This design comes from an exercise in tuning for small area and a short achievable clock period on the open sky130 flow, not from production work. RTL that was checked went through simulation tests only; none was proved equivalent to the original. No activity file was given, so power comes from the tool's default toggle rates.

==> job 8433 <==
Design top, start of the top module:
module top (
  input         clk,
  input         rst,
  input  [31:0] a,
  input  [31:0] b,
  output [67:0] y
);
Settings: LEC_CHECK=0, CAP_MARGIN=20, CORE_MARGIN=2, CORE_UTILIZATION=40, SLEW_MARGIN=70; clock period 12.0 ns.
standard.sh (not shown) runs the stock make flow with config.mk's settings and CLKGATE_MAP_FILE= SYNTH_SCRIPT=/design/flow/synth_recipe.tcl, a recipe that flattens the netlist after the stock synthesis.
==> flow/flow/run.sh <==
#!/bin/bash
# Own layout flow: the standard flow, with two changes.
#  1. After the standard synthesis, polarity.py removes inverters around the full adders
#     (a netlist rewrite that keeps every register and the logic function).
#  2. Port buffers are buf_2 cells instead of the default delay-buffer cells.
# Each tool's output goes to a log file of its own in this folder.
set -euo pipefail
here=$(pwd)
R=$here/orfs/results/$FLOW_PLATFORM/top/base
bash standard.sh "$R/1_2_yosys.v" > synth.log 2>&1
cp "$R/1_2_yosys.v" "$here/1_2_yosys.std.v"
python3 flow/polarity.py "$here/1_2_yosys.std.v" "$R/1_2_yosys.v" > polarity.log 2>&1
export BUFFER_PORTS_ARGS="-buffer_cell sky130_fd_sc_hd__buf_2"
bash standard.sh > layout.log 2>&1
Other scripts of this flow, unchanged in this note and not shown: flow/flow/polarity.py
==> job 9268: changes against job 8433 <==
--- a/flow/design.v
+++ b/flow/design.v
@@ -1420,14 +1420,10 @@
   wire [10:0] c21_q0_d = {1'b0, c21_c1014, c21_c1012, c21_c1010, c21_c1008, c21_c1006, c21_c1004, c21_c1002, c21_c1000, c21_c998, c21_c996};
   wire [10:0] c21_q1_d = {1'b0, c21_c986, c21_s1013, c21_s1011, c21_s1009, c21_s1007, c21_s1005, c21_s1003, c21_s1001, c21_s999, c21_s997};
   wire [6:0] c22_ql_d = c22_lo;
   wire [10:0] c22_q0_d = {1'b0, c22_c1352, c22_c1350, c22_c1348, c22_c1346, c22_c1344, c22_c1342, c22_c1340, c22_c1338, c22_c1336, c22_c1334};
   wire [10:0] c22_q1_d = {1'b0, c22_c1324, c22_s1351, c22_s1349, c22_s1347, c22_s1345, c22_s1343, c22_s1341, c22_s1339, c22_s1337, c22_s1335};
-  wire [12:0] c11_hs = {1'b0, c11_q0, c11_ql[6]} + {1'b0, c11_q1, c11_ql[6]};
-  assign y[16:0] = {c11_hs[11:1], c11_ql[5:0]};
-  wire [12:0] c12_hs = {1'b0, c12_q0, c12_ql[6]} + {1'b0, c12_q1, c12_ql[6]};
-  assign y[33:17] = {c12_hs[11:1], c12_ql[5:0]};
-  wire [12:0] c21_hs = {1'b0, c21_q0, c21_ql[6]} + {1'b0, c21_q1, c21_ql[6]};
-  assign y[50:34] = {c21_hs[11:1], c21_ql[5:0]};
-  wire [12:0] c22_hs = {1'b0, c22_q0, c22_ql[6]} + {1'b0, c22_q1, c22_ql[6]};
-  assign y[67:51] = {c22_hs[11:1], c22_ql[5:0]};
+  assign y[16:0] = {c11_q0 + c11_q1 + c11_ql[6], c11_ql[5:0]};
+  assign y[33:17] = {c12_q0 + c12_q1 + c12_ql[6], c12_ql[5:0]};
+  assign y[50:34] = {c21_q0 + c21_q1 + c21_ql[6], c21_ql[5:0]};
+  assign y[67:51] = {c22_q0 + c22_q1 + c22_ql[6], c22_ql[5:0]};
 endmodule
==> run notes <==
quantity	job 8433	job 9268
Final hold slack	2.00 ns	1.96 ns
Post-DP HPWL	31,400 um	31,100 um
Met2 wirelength from detailed routing	19,900 um	20,100 um
Arrival @ worst endpoint	5.82 ns	5.86 ns
Highest metal layer with signal wires	met4	met5
Initial cell density of the core	40.7%	40.3%
Endpoint of the most critical setup path	c21_q1[3]$_DFF_PP0_	c11_q1[3]$_DFF_PP0_
Non-clock buffers	135	137
Antenna cell count	0	3
Clock share of power	10.0%	9.0%
Final Cycle Share	46.1%	46.5%
Number of global-route vias before repair	12,938	12,594
Total cell area at the placement stage	17,600 um2	17,300 um2
Largest net degree at the start of global routing	50	56
Outcome	timing/DRC/antenna clean	timing/DRC/antenna clean
Relative contribution of combinational cells to total power	72.9%	72.7%
Function not checked in job 8433: the RTL went through the layout flow alone.

========
==> try-tundra <==
Another version of the RTL of top (not shown whole).
==> flow/config.mk <==
export PLATFORM = sky130hd
export DESIGN_NAME = top
export DESIGN_NICKNAME = top
export VERILOG_FILES = /design/flow/design.v
export SDC_FILE = /design/flow/constraint.sdc
export NUM_CORES = 4
export LEC_CHECK = 0
export CAP_MARGIN = 20
export CORE_MARGIN = 2
export CORE_UTILIZATION = 40
export SLEW_MARGIN = 70
==> flow/constraint.sdc <==
create_clock -name core_clock -period 12.0 [get_ports {clk}]
set_input_delay 2.4000 -clock core_clock [delete_from_list [all_inputs] [get_ports {clk}]]
set_output_delay 2.4000 -clock core_clock [all_outputs]
set_load 0.01 [all_outputs]
==> flow/flow/run.sh <==
#!/bin/bash
# Own layout flow: the standard flow, with two changes.
#  1. After the standard synthesis, polarity.py removes inverters around the full adders
#     and orders each full adder's inputs by arrival time (a netlist rewrite that keeps
#     every register and the logic function).
#  2. Input ports get buf_4 buffers (each drives 16 gates) and output ports buf_1
#     buffers, instead of the default delay-buffer cells.
# Each tool's output goes to a log file of its own in this folder.
set -euo pipefail
here=$(pwd)
R=$here/orfs/results/$FLOW_PLATFORM/top/base
bash standard.sh "$R/1_2_yosys.v" > synth.log 2>&1
cp "$R/1_2_yosys.v" "$here/1_2_yosys.std.v"
python3 flow/polarity.py "$here/1_2_yosys.std.v" "$R/1_2_yosys.v" > polarity.log 2>&1
export BUFFER_PORTS_ARGS="-inputs -buffer_cell sky130_fd_sc_hd__buf_4"
export POST_GLOBAL_PLACE_TCL="$here/flow/outbuf.tcl"
bash standard.sh > layout.log 2>&1
==> flow/flow/outbuf.tcl <==
# Buffer the output ports (the input ports were buffered before global placement).
buffer_ports -outputs -buffer_cell sky130_fd_sc_hd__buf_1
Other scripts of this flow, unchanged in this note and not shown: flow/flow/polarity.py
==> try-juniper: changes against try-tundra <==
==> flow/flow/run.sh (replaced) <==
#!/bin/bash
# Own layout flow: the standard flow, with two changes.
#  1. After the standard synthesis, polarity.py removes inverters around the full adders
#     (a netlist rewrite that keeps every register and the logic function).
#  2. Port buffers are buf_2 cells instead of the default delay-buffer cells.
# Each tool's output goes to a log file of its own in this folder.
set -euo pipefail
here=$(pwd)
R=$here/orfs/results/$FLOW_PLATFORM/top/base
bash standard.sh "$R/1_2_yosys.v" > synth.log 2>&1
cp "$R/1_2_yosys.v" "$here/1_2_yosys.std.v"
python3 flow/polarity.py "$here/1_2_yosys.std.v" "$R/1_2_yosys.v" > polarity.log 2>&1
export BUFFER_PORTS_ARGS="-buffer_cell sky130_fd_sc_hd__buf_2"
bash standard.sh > layout.log 2>&1
Settings changed: SLEW_MARGIN 70 to 40.
removed: flow/flow/outbuf.tcl
==> try-amber: changes against try-tundra <==
Settings changed: GPL_TIMING_DRIVEN set to 0, SLEW_MARGIN 70 to 40.
==> impl_metrics.yaml <==
power:
  power.switching_mw: 1.59
finish:
  multi_input_area_um2: 12000
  finalNonFillerCells: 2023
  postLayoutCoreUtil_pct: 43.8
run_status:
  status: "timing/DRC/antenna clean"
-- figures above: try-tundra

==> impl_metrics.yaml <==
run_status:
  status: "timing/DRC/antenna clean"
die:
  boundaryPins: 134
finish:
  multi_input_area_um2: 12000
  finalNonFillerCells: 2023
  num-multi-input-gates: 1148
power:
  clkPwrFrac_pct: 8.8
  power.switching_mw: 1.55
hold_path:
  hold_class: "in -> async"
-- figures above: try-juniper

==> impl_metrics.yaml <==
run_status:
  status: "timing/DRC/antenna clean"
drt:
  wl_per_cell_um: 20.2
finish:
  postLayoutCoreUtil_pct: 44.9
  multi_input_area_um2: 12000
  finalNonFillerCells: 2115
power:
  power.switching_mw: 1.60
  p_seq_share_pct: 17.7
-- figures above: try-amber

==> separate check: timing with driven ports <==
How much do the figures lean on ideal ports? The routed layouts below were timed once more, with nothing changed but the port constraints.
Step 1 assumes that a clkbuf_16 drives the clock port and a buf_2 every other input.
Step 2 also shifts input and output timing later by t, the mid clock arrival at the registers, as if the neighbouring blocks saw the same clock.
a / b / c = ideal / step 1 / step 2; a / b = the first two.
run | t, ns | setup WS [ns] | worst hold slack (ns) | worst slew at a driven data input, ns | cell pins on the clock port's net
job 8433 | 0.437 | 6.464 / 6.479 / 6.042 | 2.003 / 1.977 / 2.414 | 0.07 | 1
job 9268 | 0.427 | 6.417 / 6.443 / 6.016 | 1.960 / 1.929 / 2.356 | 0.07 | 1
try-tundra | 0.417 | 6.644 / 6.635 / 6.217 | 2.008 / 1.981 / 2.399 | 0.07 | 1
try-juniper | 0.421 | 6.508 / 6.504 / 6.083 | 2.087 / 2.055 / 2.477 | 0.07 | 1
try-amber | 0.430 | 5.990 / 6.014 / 5.584 | 1.990 / 1.970 / 2.400 | 0.09 | 1
After both steps setup and hold are still met in every run listed. The setup slack of try-tundra, which loses most, moves by -0.009 ns with the drivers and by -0.427 ns with both steps.
